From an optimization exercise on the open Yosys and OpenROAD flow, aimed at small area; shortcuts taken in it are not production practice.
Only simulation tests tie the RTL to the original design; equivalence was not proved.
The clock input has no modelled driver; a real chip could not lean on it and would need a root buffer or a full tree.
Power and IR drop assume default switching activity.

==> v16 <==
==> flow/design.v <==
module Bin_to_Display #(parameter INLEN = 4)(
	input [INLEN-1:0] b_num,
	output reg [6:0] seg
);
	always @(*) begin
		case (b_num)
			4'd0: seg = 7'b1000000;
			4'd1: seg = 7'b1111001;
			4'd2: seg = 7'b0100100;
			4'd3: seg = 7'b0110000;
			4'd4: seg = 7'b0011001;
			4'd5: seg = 7'b0010010;
			4'd6: seg = 7'b0000010;
			4'd7: seg = 7'b1111000;
			4'd8: seg = 7'b0000000;
			4'd9: seg = 7'b0010000;
			default: seg = 7'b1111111;
		endcase
	end
endmodule
module ServoController (
	input clk,
	input reset,
	input gate_trigger,
	output pwm
);
	reg [9:0] counter;
	reg [6:0] thr;
	wire wrap = counter[9] & counter[8] & counter[7] & counter[6] & counter[5] & counter[3];
	assign pwm = !reset || (counter[9:7] == 3'd0 && counter[6:0] < thr);
	always @(posedge clk)
		counter <= (wrap || !reset) ? 10'd0 : counter + 10'd1;
	wire at100 = thr[6] & thr[5] & thr[2];
	wire at50  = !thr[6] & thr[5] & thr[4] & thr[1] & !thr[3] & !thr[2] & !thr[0];
	wire up = gate_trigger;
	wire en = wrap & (up ? !at100 : !at50);
	wire [6:0] cu, cd;
	assign cu[0] = 1'b1; assign cd[0] = 1'b1;
	genvar i;
	generate for (i = 1; i < 7; i = i + 1) begin : g
		assign cu[i] = cu[i-1] & thr[i-1];
		assign cd[i] = cd[i-1] & !thr[i-1];
	end endgenerate
	wire [6:0] tg = up ? cu : cd;
	always @(posedge clk or negedge reset)
		if (!reset) thr <= 7'd50;
		else if (en) thr <= thr ^ tg;
endmodule
module CarParking (
    input clk,
    input InSig,
    input OutSig,
    input reset,
    output [6:0] HEX0,
    output [6:0] HEX1,
    output [6:0] HEX4,
    output ClosedLight,
    output OpenLight,
    output reg WarningLight,
    output motor
);
    reg cf;
    reg [6:0] cb;
    reg state;
    wire ge35   = cf && (cb >= 7'd5);           
    wire warn   = cf && cb != 0 && cb < 7'd5;   
    wire nonzero = cf || cb != 0;
    assign ClosedLight = ge35;
    assign OpenLight   = !ge35;
    Bin_to_Display Display0 (.b_num(cb[3:0]), .seg(HEX0));
    Bin_to_Display #(.INLEN(2)) Display1 (.b_num(cf ? 2'd3 : cb[5:4]), .seg(HEX1));
    Bin_to_Display #(.INLEN(1)) Display4 (.b_num(state), .seg(HEX4));
    ServoController Motor1 (
        .clk(clk),
        .reset(reset),
        .gate_trigger(state),
        .pwm(motor)
    );
    reg [9:0] in_q, out_q;
    reg In_Button, Out_Button;
    reg In_Prev, Out_Prev;
    wire in_clr  = InSig  || !reset;
    wire out_clr = OutSig || !reset;
    wire in_m    = (in_q[8:0]  == 9'h0aa);
    wire out_m   = (out_q[8:0] == 9'h0aa);
    wire in_fb   = !in_m  && !(in_q[9]  ^ in_q[6]);
    wire out_fb  = !out_m && !(out_q[9] ^ out_q[6]);
    always @(posedge clk) begin
        in_q  <= in_clr  ? 10'h0a6 : {~in_q[8:0],  in_fb};
        out_q <= out_clr ? 10'h0a6 : {~out_q[8:0], out_fb};
        In_Button  <= reset && in_m  && in_q[9];
        Out_Button <= reset && out_m && out_q[9];
        In_Prev  <= In_Button;
        Out_Prev <= Out_Button;
    end
    reg [14:0] blink_q;
    wire blink_end = (blink_q == 15'h252e);
    always @(posedge clk)
        blink_q <= (blink_end || !reset) ? 15'd0 : {~blink_q[13:0], !(blink_q[14] ^ blink_q[13])};
    always @(posedge clk or negedge reset) begin
        if (!reset)
            WarningLight <= 0;
        else if (blink_end)
            WarningLight <= warn ? ~WarningLight : 1'b0;
    end
    reg [16:0] open_q;
    wire open_m = (open_q[15:0] == 16'haaaa);
    wire timer_end = open_m && !open_q[16];
    wire accept = !state && ((In_Button && !In_Prev && !ge35) ||
                             (Out_Button && !Out_Prev && nonzero));
    always @(posedge clk)
        open_q <= accept ? 17'h1a35c : {~open_q[15:0], !open_m && !(open_q[16] ^ open_q[13])};
    always @(posedge clk or negedge reset) begin
        if (!reset) begin
            state <= 1'b0;
            cf <= 1'b0;
            cb <= 7'd0;
        end else begin
            if (accept) begin
                state <= 1'b1;
                if (In_Button) begin
                    if (!cf && cb[3:0] == 4'd9) begin
                        if (cb[5:4] == 2'd2) begin
                            cf <= 1'b1;
                            cb <= 7'd0;
                        end else
                            cb <= cb + 7'd7;
                    end else if (cf && cb == 7'd97) begin
                        cf <= 1'b0;
                        cb <= 7'd0;
                    end else
                        cb <= cb + 7'd1;
                end else begin
                    if (!cf && cb[3:0] == 4'd0)
                        cb <= cb - 7'd7;
                    else if (cf && cb == 7'd0) begin
                        cf <= 1'b0;
                        cb <= 7'd41;
                    end else
                        cb <= cb - 7'd1;
                end
            end else if (state && timer_end && !In_Button && !Out_Button)
                state <= 1'b0;
        end
    end
endmodule
==> flow/flow/run.sh <==
#!/bin/bash
set -e
export CTS_ARGS="-sink_clustering_enable -repair_clock_nets -dont_use_dummy_load"
bash standard.sh > standard.log 2>&1
==> flow/standard.sh <==
#!/bin/bash
# synth_recipe.tcl (not shown) runs the flow's synth.tcl, then flattens the netlist and writes it again
# the make line also repeats each setting of config.mk as NAME=value (left out here)
make -C /OpenROAD-flow-scripts/flow DESIGN_CONFIG=/design/flow/config.mk WORK_HOME=/design/flow/orfs CLKGATE_MAP_FILE= SYNTH_SCRIPT=/design/flow/synth_recipe.tcl "${@:-finish}"
==> flow/config.mk <==
export PLATFORM = sky130hd
export DESIGN_NAME = CarParking
export DESIGN_NICKNAME = CarParking
export VERILOG_FILES = /design/flow/design.v
export SDC_FILE = /design/flow/constraint.sdc
export NUM_CORES = 4
export LEC_CHECK = 0
export CAP_MARGIN = 20
export CORE_MARGIN = 2
export CORE_UTILIZATION = 40
export SLEW_MARGIN = 20
==> flow/constraint.sdc <==
create_clock -name core_clock -period 10.0 [get_ports {clk}]
set_input_delay 2.0000 -clock core_clock [delete_from_list [all_inputs] [get_ports {clk}]]
set_output_delay 2.0000 -clock core_clock [all_outputs]
set_load 0.01 [all_outputs]
==> inputs of v11, as changes to v16 <==
==> flow/design.v (replaced) <==
module Bin_to_Display #(parameter INLEN = 4)(
	input [INLEN-1:0] b_num,
	output reg [6:0] seg
);
	always @(*) begin
		case (b_num)
			4'd0: seg = 7'b1000000;
			4'd1: seg = 7'b1111001;
			4'd2: seg = 7'b0100100;
			4'd3: seg = 7'b0110000;
			4'd4: seg = 7'b0011001;
			4'd5: seg = 7'b0010010;
			4'd6: seg = 7'b0000010;
			4'd7: seg = 7'b1111000;
			4'd8: seg = 7'b0000000;
			4'd9: seg = 7'b0010000;
			default: seg = 7'b1111111;
		endcase
	end
endmodule
module ServoController (
	input clk,
	input reset,
	input gate_trigger,
	output pwm
);
	reg [9:0] k;
	reg [5:0] u;
	wire wrap = k[9] & k[8] & k[7] & !k[6] & k[5] & k[4] & k[2] & k[1];
	assign pwm = !reset || (&k[9:6]) || (k[9:6] == 4'd0 && k[5:0] < u);
	always @(posedge clk)
		k <= (wrap || !reset) ? 10'd974 : k + 10'd1;
	wire at50 = u[5] & u[4] & u[1];     
	wire at0  = (u == 6'd0);
	wire up = gate_trigger;
	wire en = wrap & (up ? !at50 : !at0);
	wire [5:0] cu, cd;
	assign cu[0] = 1'b1;
	assign cd[0] = 1'b1;
	genvar i;
	generate for (i = 1; i < 6; i = i + 1) begin : g
		assign cu[i] = cu[i-1] & u[i-1];
		assign cd[i] = cd[i-1] & !u[i-1];
	end endgenerate
	wire [5:0] tg = up ? cu : cd;
	always @(posedge clk or negedge reset)
		if (!reset) u <= 6'd0;
		else if (en) u <= u ^ tg;
endmodule
module CarParking (
    input clk,
    input InSig,
    input OutSig,
    input reset,
    output [6:0] HEX0,
    output [6:0] HEX1,
    output [6:0] HEX4,
    output ClosedLight,
    output OpenLight,
    output reg WarningLight,
    output motor
);
    reg [3:0] tens;
    reg [3:0] ones;
    reg [6:0] CarCount;
    reg state;
    always @(*) begin
        if (CarCount >= 30) begin
            tens = 3;
            ones = CarCount - 30;
        end else if (CarCount >= 20) begin
            tens = 2;
            ones = CarCount - 20;
        end else if (CarCount >= 10) begin
            tens = 1;
            ones = CarCount - 10;
        end else begin
            tens = 0;
            ones = CarCount[3:0];
        end
    end
    assign ClosedLight = (CarCount >= 35);
    assign OpenLight   = !ClosedLight;
    Bin_to_Display Display0 (.b_num(ones), .seg(HEX0));
    Bin_to_Display Display1 (.b_num(tens), .seg(HEX1));
    Bin_to_Display #(.INLEN(1)) Display4 (.b_num(state), .seg(HEX4));
    ServoController Motor1 (
        .clk(clk),
        .reset(reset),
        .gate_trigger(state),
        .pwm(motor)
    );
    reg [9:0] in_q, out_q;
    reg In_Button, Out_Button;
    reg In_Prev, Out_Prev;
    wire in_clr  = InSig  || !reset;
    wire out_clr = OutSig || !reset;
    wire in_m    = (in_q[8:0]  == 9'h0aa);
    wire out_m   = (out_q[8:0] == 9'h0aa);
    wire in_fb   = !in_m  && !(in_q[9]  ^ in_q[6]);
    wire out_fb  = !out_m && !(out_q[9] ^ out_q[6]);
    always @(posedge clk) begin
        in_q  <= in_clr  ? 10'h0a6 : {~in_q[8:0],  in_fb};
        out_q <= out_clr ? 10'h0a6 : {~out_q[8:0], out_fb};
        In_Button  <= reset && in_m  && in_q[9];
        Out_Button <= reset && out_m && out_q[9];
        In_Prev  <= In_Button;
        Out_Prev <= Out_Button;
    end
    reg [14:0] blink_q;
    wire blink_end = (blink_q == 15'h252e);
    always @(posedge clk)
        blink_q <= (blink_end || !reset) ? 15'd0 : {~blink_q[13:0], !(blink_q[14] ^ blink_q[13])};
    always @(posedge clk or negedge reset) begin
        if (!reset)
            WarningLight <= 0;
        else if (blink_end)
            WarningLight <= (CarCount > 30 && CarCount < 35) ? ~WarningLight : 1'b0;
    end
    reg [16:0] open_q;
    wire open_m = (open_q[15:0] == 16'haaaa);
    wire timer_end = open_m && !open_q[16];
    wire accept = !state && ((In_Button && !In_Prev && CarCount < 35) ||
                             (Out_Button && !Out_Prev && CarCount != 0));
    always @(posedge clk)
        open_q <= accept ? 17'h1a35c : {~open_q[15:0], !open_m && !(open_q[16] ^ open_q[13])};
    wire [6:0] cnt_up, cnt_dn;
    assign cnt_up[0] = 1'b1;
    assign cnt_dn[0] = 1'b1;
    genvar i;
    generate for (i = 1; i < 7; i = i + 1) begin : g_cnt
        assign cnt_up[i] = cnt_up[i-1] & CarCount[i-1];
        assign cnt_dn[i] = cnt_dn[i-1] & !CarCount[i-1];
    end endgenerate
    always @(posedge clk or negedge reset) begin
        if (!reset) begin
            state <= 1'b0;
            CarCount <= 0;
        end else begin
            if (accept) begin
                CarCount <= CarCount ^ (In_Button ? cnt_up : cnt_dn);
                state <= 1'b1;
            end else if (state && timer_end && !In_Button && !Out_Button)
                state <= 1'b0;
        end
    end
endmodule
==> flow/flow/run.sh (replaced) <==
#!/bin/bash
# Layout flow: the standard ORFS flow (standard.sh) with these changes:
#  - synthesis: synth_recipe.tcl unchanged except that ABC maps with an
#    area-oriented script (abc_area.script) and adders are left to ABC
#    instead of being mapped to ha/fa cells first (ADDER_MAP_FILE empty);
#  - each port gets the smallest buffer (buf_1);
#  - clock tree without dummy load cells.
# Each tool's log is in orfs/logs/; make's output is in flow_standard.log.
set -euo pipefail
here=$PWD
export FLOW_ABC_SCRIPT=$here/flow/abc_area.script
cat $here/flow/abc_override.tcl $here/synth_recipe.tcl > $here/flow_synth.tcl
sed -e "s#SYNTH_SCRIPT=[^ ]*#SYNTH_SCRIPT=$here/flow_synth.tcl ADDER_MAP_FILE=#" $here/standard.sh > $here/flow_standard.sh
export CTS_ARGS="-sink_clustering_enable -repair_clock_nets -dont_use_dummy_load -buf_list {sky130_fd_sc_hd__clkbuf_4} -root_buf sky130_fd_sc_hd__clkbuf_8"
export BUFFER_PORTS_ARGS="-buffer_cell sky130_fd_sc_hd__buf_1"
bash $here/flow_standard.sh > $here/flow_standard.log 2>&1
==> flow/flow/abc_area.script (new file) <==
strash
&get -n
&fraig -x
&put
scorr
dc2
strash
&get -n
&dch -f
&nf -R 1000
&put
mfs2
strash
&get -n
&dch -f
&nf -a -R 1000
&put
==> flow/flow/abc_override.tcl (new file) <==
# Map the logic with an area-oriented ABC script (flow/abc_area.script)
# instead of ORFS's delay-oriented one; registers are untouched.
proc abc {args} {
  set i [lsearch -exact $args -script]
  if {$i >= 0} { lset args [expr {$i + 1}] $::env(FLOW_ABC_SCRIPT) }
  yosys abc {*}$args
}
==> summary of the runs <==
- v11 went through all stages and came out clean. v16 completed without violations.
- In v16 the first-iteration DRC count is larger than in v11, by 73%.
- Against v11, the utilization of v16 is lower by 1.2 points.
- Between v11 and v16, the lower global-route usage is in v11 (gap 1.3 points).
- Sequential power: v16 is higher than v11 (about 1%).
- In v11 the sequential cell count is lower than in v16, by 2.

* * *

==> job 7298: inputs <==
RTL: one of the versions met above, not the one the previous note started from.
// CarParking
module CarParking (
    input clk,
    input InSig,
    input OutSig,
    input reset,
    output [6:0] HEX0,
    output [6:0] HEX1,
    output [6:0] HEX4,
    output ClosedLight,
    output OpenLight,
    output reg WarningLight,
    output motor
);
    reg [3:0] tens;
    reg [3:0] ones;
    reg [6:0] CarCount;
    reg state;
    always @(*) begin
        if (CarCount >= 30) begin
            tens = 3;
            ones = CarCount - 30;
        end else if (CarCount >= 20) begin
            tens = 2;
            ones = CarCount - 20;
        end else if (CarCount >= 10) begin
            tens = 1;
            ones = CarCount - 10;
        end else begin
            tens = 0;
            ones = CarCount[3:0];
        end
    end
    assign ClosedLight = (CarCount >= 35);
    assign OpenLight   = !ClosedLight;
    Bin_to_Display Display0 (.b_num(ones), .seg(HEX0));
    Bin_to_Display Display1 (.b_num(tens), .seg(HEX1));
    Bin_to_Display #(.INLEN(1)) Display4 (.b_num(state), .seg(HEX4));
    ServoController Motor1 (
        .clk(clk),
        .reset(reset),
        .gate_trigger(state),
        .pwm(motor)
    );
    reg [9:0] in_q, out_q;
    reg In_Button, Out_Button;
    reg In_Prev, Out_Prev;
    wire in_clr  = InSig  || !reset;
    wire out_clr = OutSig || !reset;
    wire in_m    = (in_q[8:0]  == 9'h0aa);
    wire out_m   = (out_q[8:0] == 9'h0aa);
    wire in_fb   = !in_m  && !(in_q[9]  ^ in_q[6]);
    wire out_fb  = !out_m && !(out_q[9] ^ out_q[6]);
    always @(posedge clk) begin
        in_q  <= in_clr  ? 10'h0a6 : {~in_q[8:0],  in_fb};
        out_q <= out_clr ? 10'h0a6 : {~out_q[8:0], out_fb};
        In_Button  <= reset && in_m  && in_q[9];
        Out_Button <= reset && out_m && out_q[9];
        In_Prev  <= In_Button;
        Out_Prev <= Out_Button;
    end
    reg [14:0] blink_q;
    wire blink_end = (blink_q == 15'h252e);
    always @(posedge clk)
        blink_q <= (blink_end || !reset) ? 15'd0 : {~blink_q[13:0], !(blink_q[14] ^ blink_q[13])};
  ...
export LEC_CHECK = 0
export CAP_MARGIN = 20
export CORE_MARGIN = 2
export CORE_UTILIZATION = 65
export SLEW_MARGIN = 20
create_clock -name core_clock -period 10.0 [get_ports {clk}]
standard.sh (not shown) runs the stock make flow with config.mk's settings and CLKGATE_MAP_FILE= SYNTH_SCRIPT=/design/flow/synth_recipe.tcl, a recipe that flattens the netlist after the stock synthesis.
==> flow/flow/run.sh <==
#!/bin/bash
# Layout flow: the standard ORFS flow (standard.sh) with these changes:
#  - synthesis: synth_recipe.tcl unchanged except that ABC maps with an
#    area-oriented script (abc_area.script) and adders are left to ABC
#    instead of being mapped to ha/fa cells first (ADDER_MAP_FILE empty);
#  - each port gets the smallest buffer (buf_1);
#  - clock tree: one level of clock buffers over balanced sink groups
#    (manual_cts.tcl, run in place of TritonCTS).
# Each tool's log is in orfs/logs/; make's output is in flow_standard.log.
set -euo pipefail
here=$PWD
export FLOW_ABC_SCRIPT=$here/flow/abc_area.script
cat $here/flow/abc_override.tcl $here/synth_recipe.tcl > $here/flow_synth.tcl
sed -e "s#SYNTH_SCRIPT=[^ ]*#SYNTH_SCRIPT=$here/flow_synth.tcl ADDER_MAP_FILE=#" $here/standard.sh > $here/flow_standard.sh
export PRE_CTS_TCL=$here/flow/manual_cts.tcl
export FLOW_CTS_LEVELS=2
export FLOW_CTS_BUF=sky130_fd_sc_hd__clkbuf_8
export BUFFER_PORTS_ARGS="-buffer_cell sky130_fd_sc_hd__buf_1"
bash $here/flow_standard.sh > $here/flow_standard.log 2>&1
==> flow/flow/manual_cts.tcl <==
# Clock tree for a small design, used in place of TritonCTS: the clock
# sinks are split into FLOW_CTS_CLUSTERS balanced groups by recursive
# bisection of their placement, and each group gets one FLOW_CTS_BUF
# clock buffer, placed at the group's centre and fed from the clock port.
# All sinks are one buffer away from the port; the groups are the same
# size, so the buffers' loads (and the clock arrivals) match closely.
rename clock_tree_synthesis triton_clock_tree_synthesis

proc flow_bisect {items depth} {
  # items: list of {x y iterm}; returns a list of groups
  if {$depth == 0 || [llength $items] < 2} { return [list $items] }
  set xs [lsort -real [lmap i $items {lindex $i 0}]]
  set ys [lsort -real [lmap i $items {lindex $i 1}]]
  set axis [expr {([lindex $xs end] - [lindex $xs 0]) >= ([lindex $ys end] - [lindex $ys 0]) ? 0 : 1}]
  set sorted [lsort -real -index $axis $items]
  set half [expr {[llength $sorted] / 2}]
  set a [lrange $sorted 0 [expr {$half - 1}]]
  set b [lrange $sorted $half end]
  return [concat [flow_bisect $a [expr {$depth - 1}]] [flow_bisect $b [expr {$depth - 1}]]]
}

proc clock_tree_synthesis {args} {
  set levels $::env(FLOW_CTS_LEVELS)
  set block [ord::get_db_block]
  set master [[ord::get_db] findMaster $::env(FLOW_CTS_BUF)]
  foreach clk [all_clocks] {
    foreach src [get_property $clk sources] {
      set bterm [$block findBTerm [get_full_name $src]]
      set root [$bterm getNet]
      set items {}
      foreach it [$root getITerms] {
        set inst [$it getInst]
        set bb [$inst getBBox]
        lappend items [list [expr {([$bb xMin] + [$bb xMax]) / 2.0}] [expr {([$bb yMin] + [$bb yMax]) / 2.0}] $it]
      }
      set k 0
      foreach group [flow_bisect $items $levels] {
        set name "clkbuf_m_${k}_[$root getName]"
        set buf [odb::dbInst_create $block $master $name]
        set net [odb::dbNet_create $block "clknet_m_${k}_[$root getName]"]
        $net setSigType CLOCK
        set sx 0.0; set sy 0.0
        foreach i $group {
          set it [lindex $i 2]
          $it disconnect
          $it connect $net
          set sx [expr {$sx + [lindex $i 0]}]
          set sy [expr {$sy + [lindex $i 1]}]
        }
        set n [llength $group]
        [$buf findITerm A] connect $root
        [$buf findITerm X] connect $net
        set w [[$buf getMaster] getWidth]
        set h [[$buf getMaster] getHeight]
        $buf setLocation [expr {int($sx / $n - $w / 2)}] [expr {int($sy / $n - $h / 2)}]
        $buf setPlacementStatus PLACED
        puts "manual CTS: $name drives $n sinks"
        incr k
      }
    }
  }
  global_connect
  set_propagated_clock [all_clocks]
}
Other scripts of this flow, unchanged in this note and not shown: flow/flow/abc_area.script, flow/flow/abc_override.tcl
==> job 6410: changes against job 7298 <==
--- a/flow/flow/run.sh
+++ b/flow/flow/run.sh
@@ -6,4 +6,3 @@
 #  - each port gets the smallest buffer (buf_1);
-#  - clock tree: one level of clock buffers over balanced sink groups
-#    (manual_cts.tcl, run in place of TritonCTS).
+#  - clock tree without dummy load cells.
 # Each tool's log is in orfs/logs/; make's output is in flow_standard.log.
@@ -14,5 +13,3 @@
 sed -e "s#SYNTH_SCRIPT=[^ ]*#SYNTH_SCRIPT=$here/flow_synth.tcl ADDER_MAP_FILE=#" $here/standard.sh > $here/flow_standard.sh
-export PRE_CTS_TCL=$here/flow/manual_cts.tcl
-export FLOW_CTS_LEVELS=2
-export FLOW_CTS_BUF=sky130_fd_sc_hd__clkbuf_8
+export CTS_ARGS="-sink_clustering_enable -repair_clock_nets -dont_use_dummy_load -buf_list {sky130_fd_sc_hd__clkbuf_8}"
 export BUFFER_PORTS_ARGS="-buffer_cell sky130_fd_sc_hd__buf_1"
CORE_UTILIZATION = 40   (was 65)
removed: flow/flow/manual_cts.tcl
==> job 5050: changes against job 7298 <==
CORE_UTILIZATION = 40   (was 65)
==> job 1564: changes against job 7298 <==
--- a/flow/flow/run.sh
+++ b/flow/flow/run.sh
@@ -6,4 +6,3 @@
 #  - each port gets the smallest buffer (buf_1);
-#  - clock tree: one level of clock buffers over balanced sink groups
-#    (manual_cts.tcl, run in place of TritonCTS).
+#  - clock tree without dummy load cells.
 # Each tool's log is in orfs/logs/; make's output is in flow_standard.log.
@@ -14,5 +13,3 @@
 sed -e "s#SYNTH_SCRIPT=[^ ]*#SYNTH_SCRIPT=$here/flow_synth.tcl ADDER_MAP_FILE=#" $here/standard.sh > $here/flow_standard.sh
-export PRE_CTS_TCL=$here/flow/manual_cts.tcl
-export FLOW_CTS_LEVELS=2
-export FLOW_CTS_BUF=sky130_fd_sc_hd__clkbuf_8
+export CTS_ARGS="${FLOW_CTS_ARGS:--sink_clustering_enable -repair_clock_nets -dont_use_dummy_load -buf_list {sky130_fd_sc_hd__clkbuf_4} -root_buf sky130_fd_sc_hd__clkbuf_8}"
 export BUFFER_PORTS_ARGS="-buffer_cell sky130_fd_sc_hd__buf_1"
CORE_UTILIZATION = 40   (was 65)
removed: flow/flow/manual_cts.tcl
==> notes <==
Job 6410 completed with no timing, DRC or antenna violations. Job 5050 ran to the end with no violations. Job 7298 passed the timing, DRC and antenna checks. Job 1564 aborted during 4_1_cts, error CTS-0126.
Synthesized cell count is the same in job 1564 and job 6410.
The lowest via count belongs to job 5050, the highest to job 7298.
First-iteration DRC count: job 7298 > job 5050 > job 6410.
In job 7298 the register-to-register slack is worse than in job 6410, by 70 ps.
Against job 6410, the sequential share of layout area of job 5050 is higher by 1.1 points.
Global-route usage, highest first: job 7298, job 6410, job 5050.
Sequential power is about the same in job 7298 and job 6410.
Of job 6410 and job 5050, job 6410 has the higher total power (gap about 12%, measured against job 5050).
The highest clock skew belongs to job 6410, the lowest to job 5050.
==> figures <==
Max-capacitance violation count: job 6410 0; job 5050 0; job 1564 -; job 7298 0
Initial core utilization: job 6410 41.7%; job 5050 41.7%; job 1564 41.7%; job 7298 68.7%
Buffer count from post-CTS setup fixing: job 6410 0; job 5050 0; job 1564 -; job 7298 0
Number of flip-flops in the largest register: job 6410 17; job 5050 17; job 1564 -; job 7298 17
Layout Nets: job 6410 360; job 5050 355; job 1564 -; job 7298 355
Floorplan die width: job 6410 91.4 µm; job 5050 91.4 µm; job 1564 91.4 µm; job 7298 72.5 µm
Critical path capture point: job 6410 HEX0[3]; job 5050 HEX0[3]; job 1564 -; job 7298 HEX0[3]
Number of sequential cells in the layout: job 6410 81; job 5050 81; job 1564 -; job 7298 81
Run status: job 6410 timing/DRC/antenna clean; job 5050 timing/DRC/antenna clean; job 1564 did not finish; job 7298 timing/DRC/antenna clean
Failing step: job 6410 -; job 5050 -; job 1564 4_1_cts; job 7298 -
Busiest layer in global routing: job 6410 met2; job 5050 met2; job 1564 -; job 7298 met2
Critical path class: job 6410 reg2out; job 5050 reg2out; job 1564 -; job 7298 reg2out
Type of the tightest min-delay check: job 6410 reg2reg; job 5050 reg2reg; job 1564 -; job 7298 reg2reg
Total power per unit cell area: job 6410 185 nW/µm²; job 5050 170 nW/µm²; job 1564 -; job 7298 173 nW/µm²
Most common library cell in the layout ignoring fill and taps: job 6410 dfxtp_1; job 5050 dfxtp_1; job 1564 -; job 7298 dfxtp_1
Fraction of power consumed by the clock network: job 6410 28.5%; job 5050 20.4%; job 1564 -; job 7298 20.4%
Number of setup violations in the final report: job 6410 0; job 5050 0; job 1564 -; job 7298 0
Buffers and inverters on the worst path: job 6410 1; job 5050 1; job 1564 -; job 7298 1
DP Area: job 6410 3220 µm²; job 5050 3220 µm²; job 1564 3220 µm²; job 7298 3160 µm²
Critical Path Sink Type: job 6410 output pin; job 5050 output pin; job 1564 -; job 7298 output pin
The clock cells of job 7298 and job 5050 come from the design's own scripts or RTL, not from TritonCTS.

## what the ideal ports hide
No port has a modelled driver above. Below, the same layouts with a new extraction and two added sets of constraints. Step 1 sets driving cells, clkbuf_16 on the clock port and buf_2 on the other inputs (assumed; they add their load-dependent delay and slew). Step 2 adds t to the input delays and takes it off the output delays; t is the mean of the earliest and latest rising clock arrival at the registers after step 1. Input paths then give back, and output paths get back, about the clock's delay inside the block. a / b / c = ideal ports / drivers / drivers and shift; a / b = the first two.
| run | t, ns | setup WS [ns] | worst setup path after step 2 | worst data-port slew with drivers (ns) | cell pins on the clock port's net |
|---|---|---|---|---|---|
| v16 | 0.372 | 4.454 / 4.427 / 4.427 | input to output | 0.03 | 1 |
| v11 | 0.362 | 4.950 / 4.921 / 5.283 | register to output | 0.03 | 1 |
| job 7298 | 0.218 | 5.136 / 5.083 / 5.301 | register to output | 0.03 | 4 |
| job 6410 | 0.362 | 4.950 / 4.921 / 5.283 | register to output | 0.03 | 1 |
| job 5050 | 0.222 | 5.108 / 5.051 / 5.273 | register to output | 0.03 | 4 |
After both steps setup and hold are still met in every run listed. For v16, which loses most, drivers alone change the setup slack by -0.027 ns; drivers and shift together by -0.027 ns.
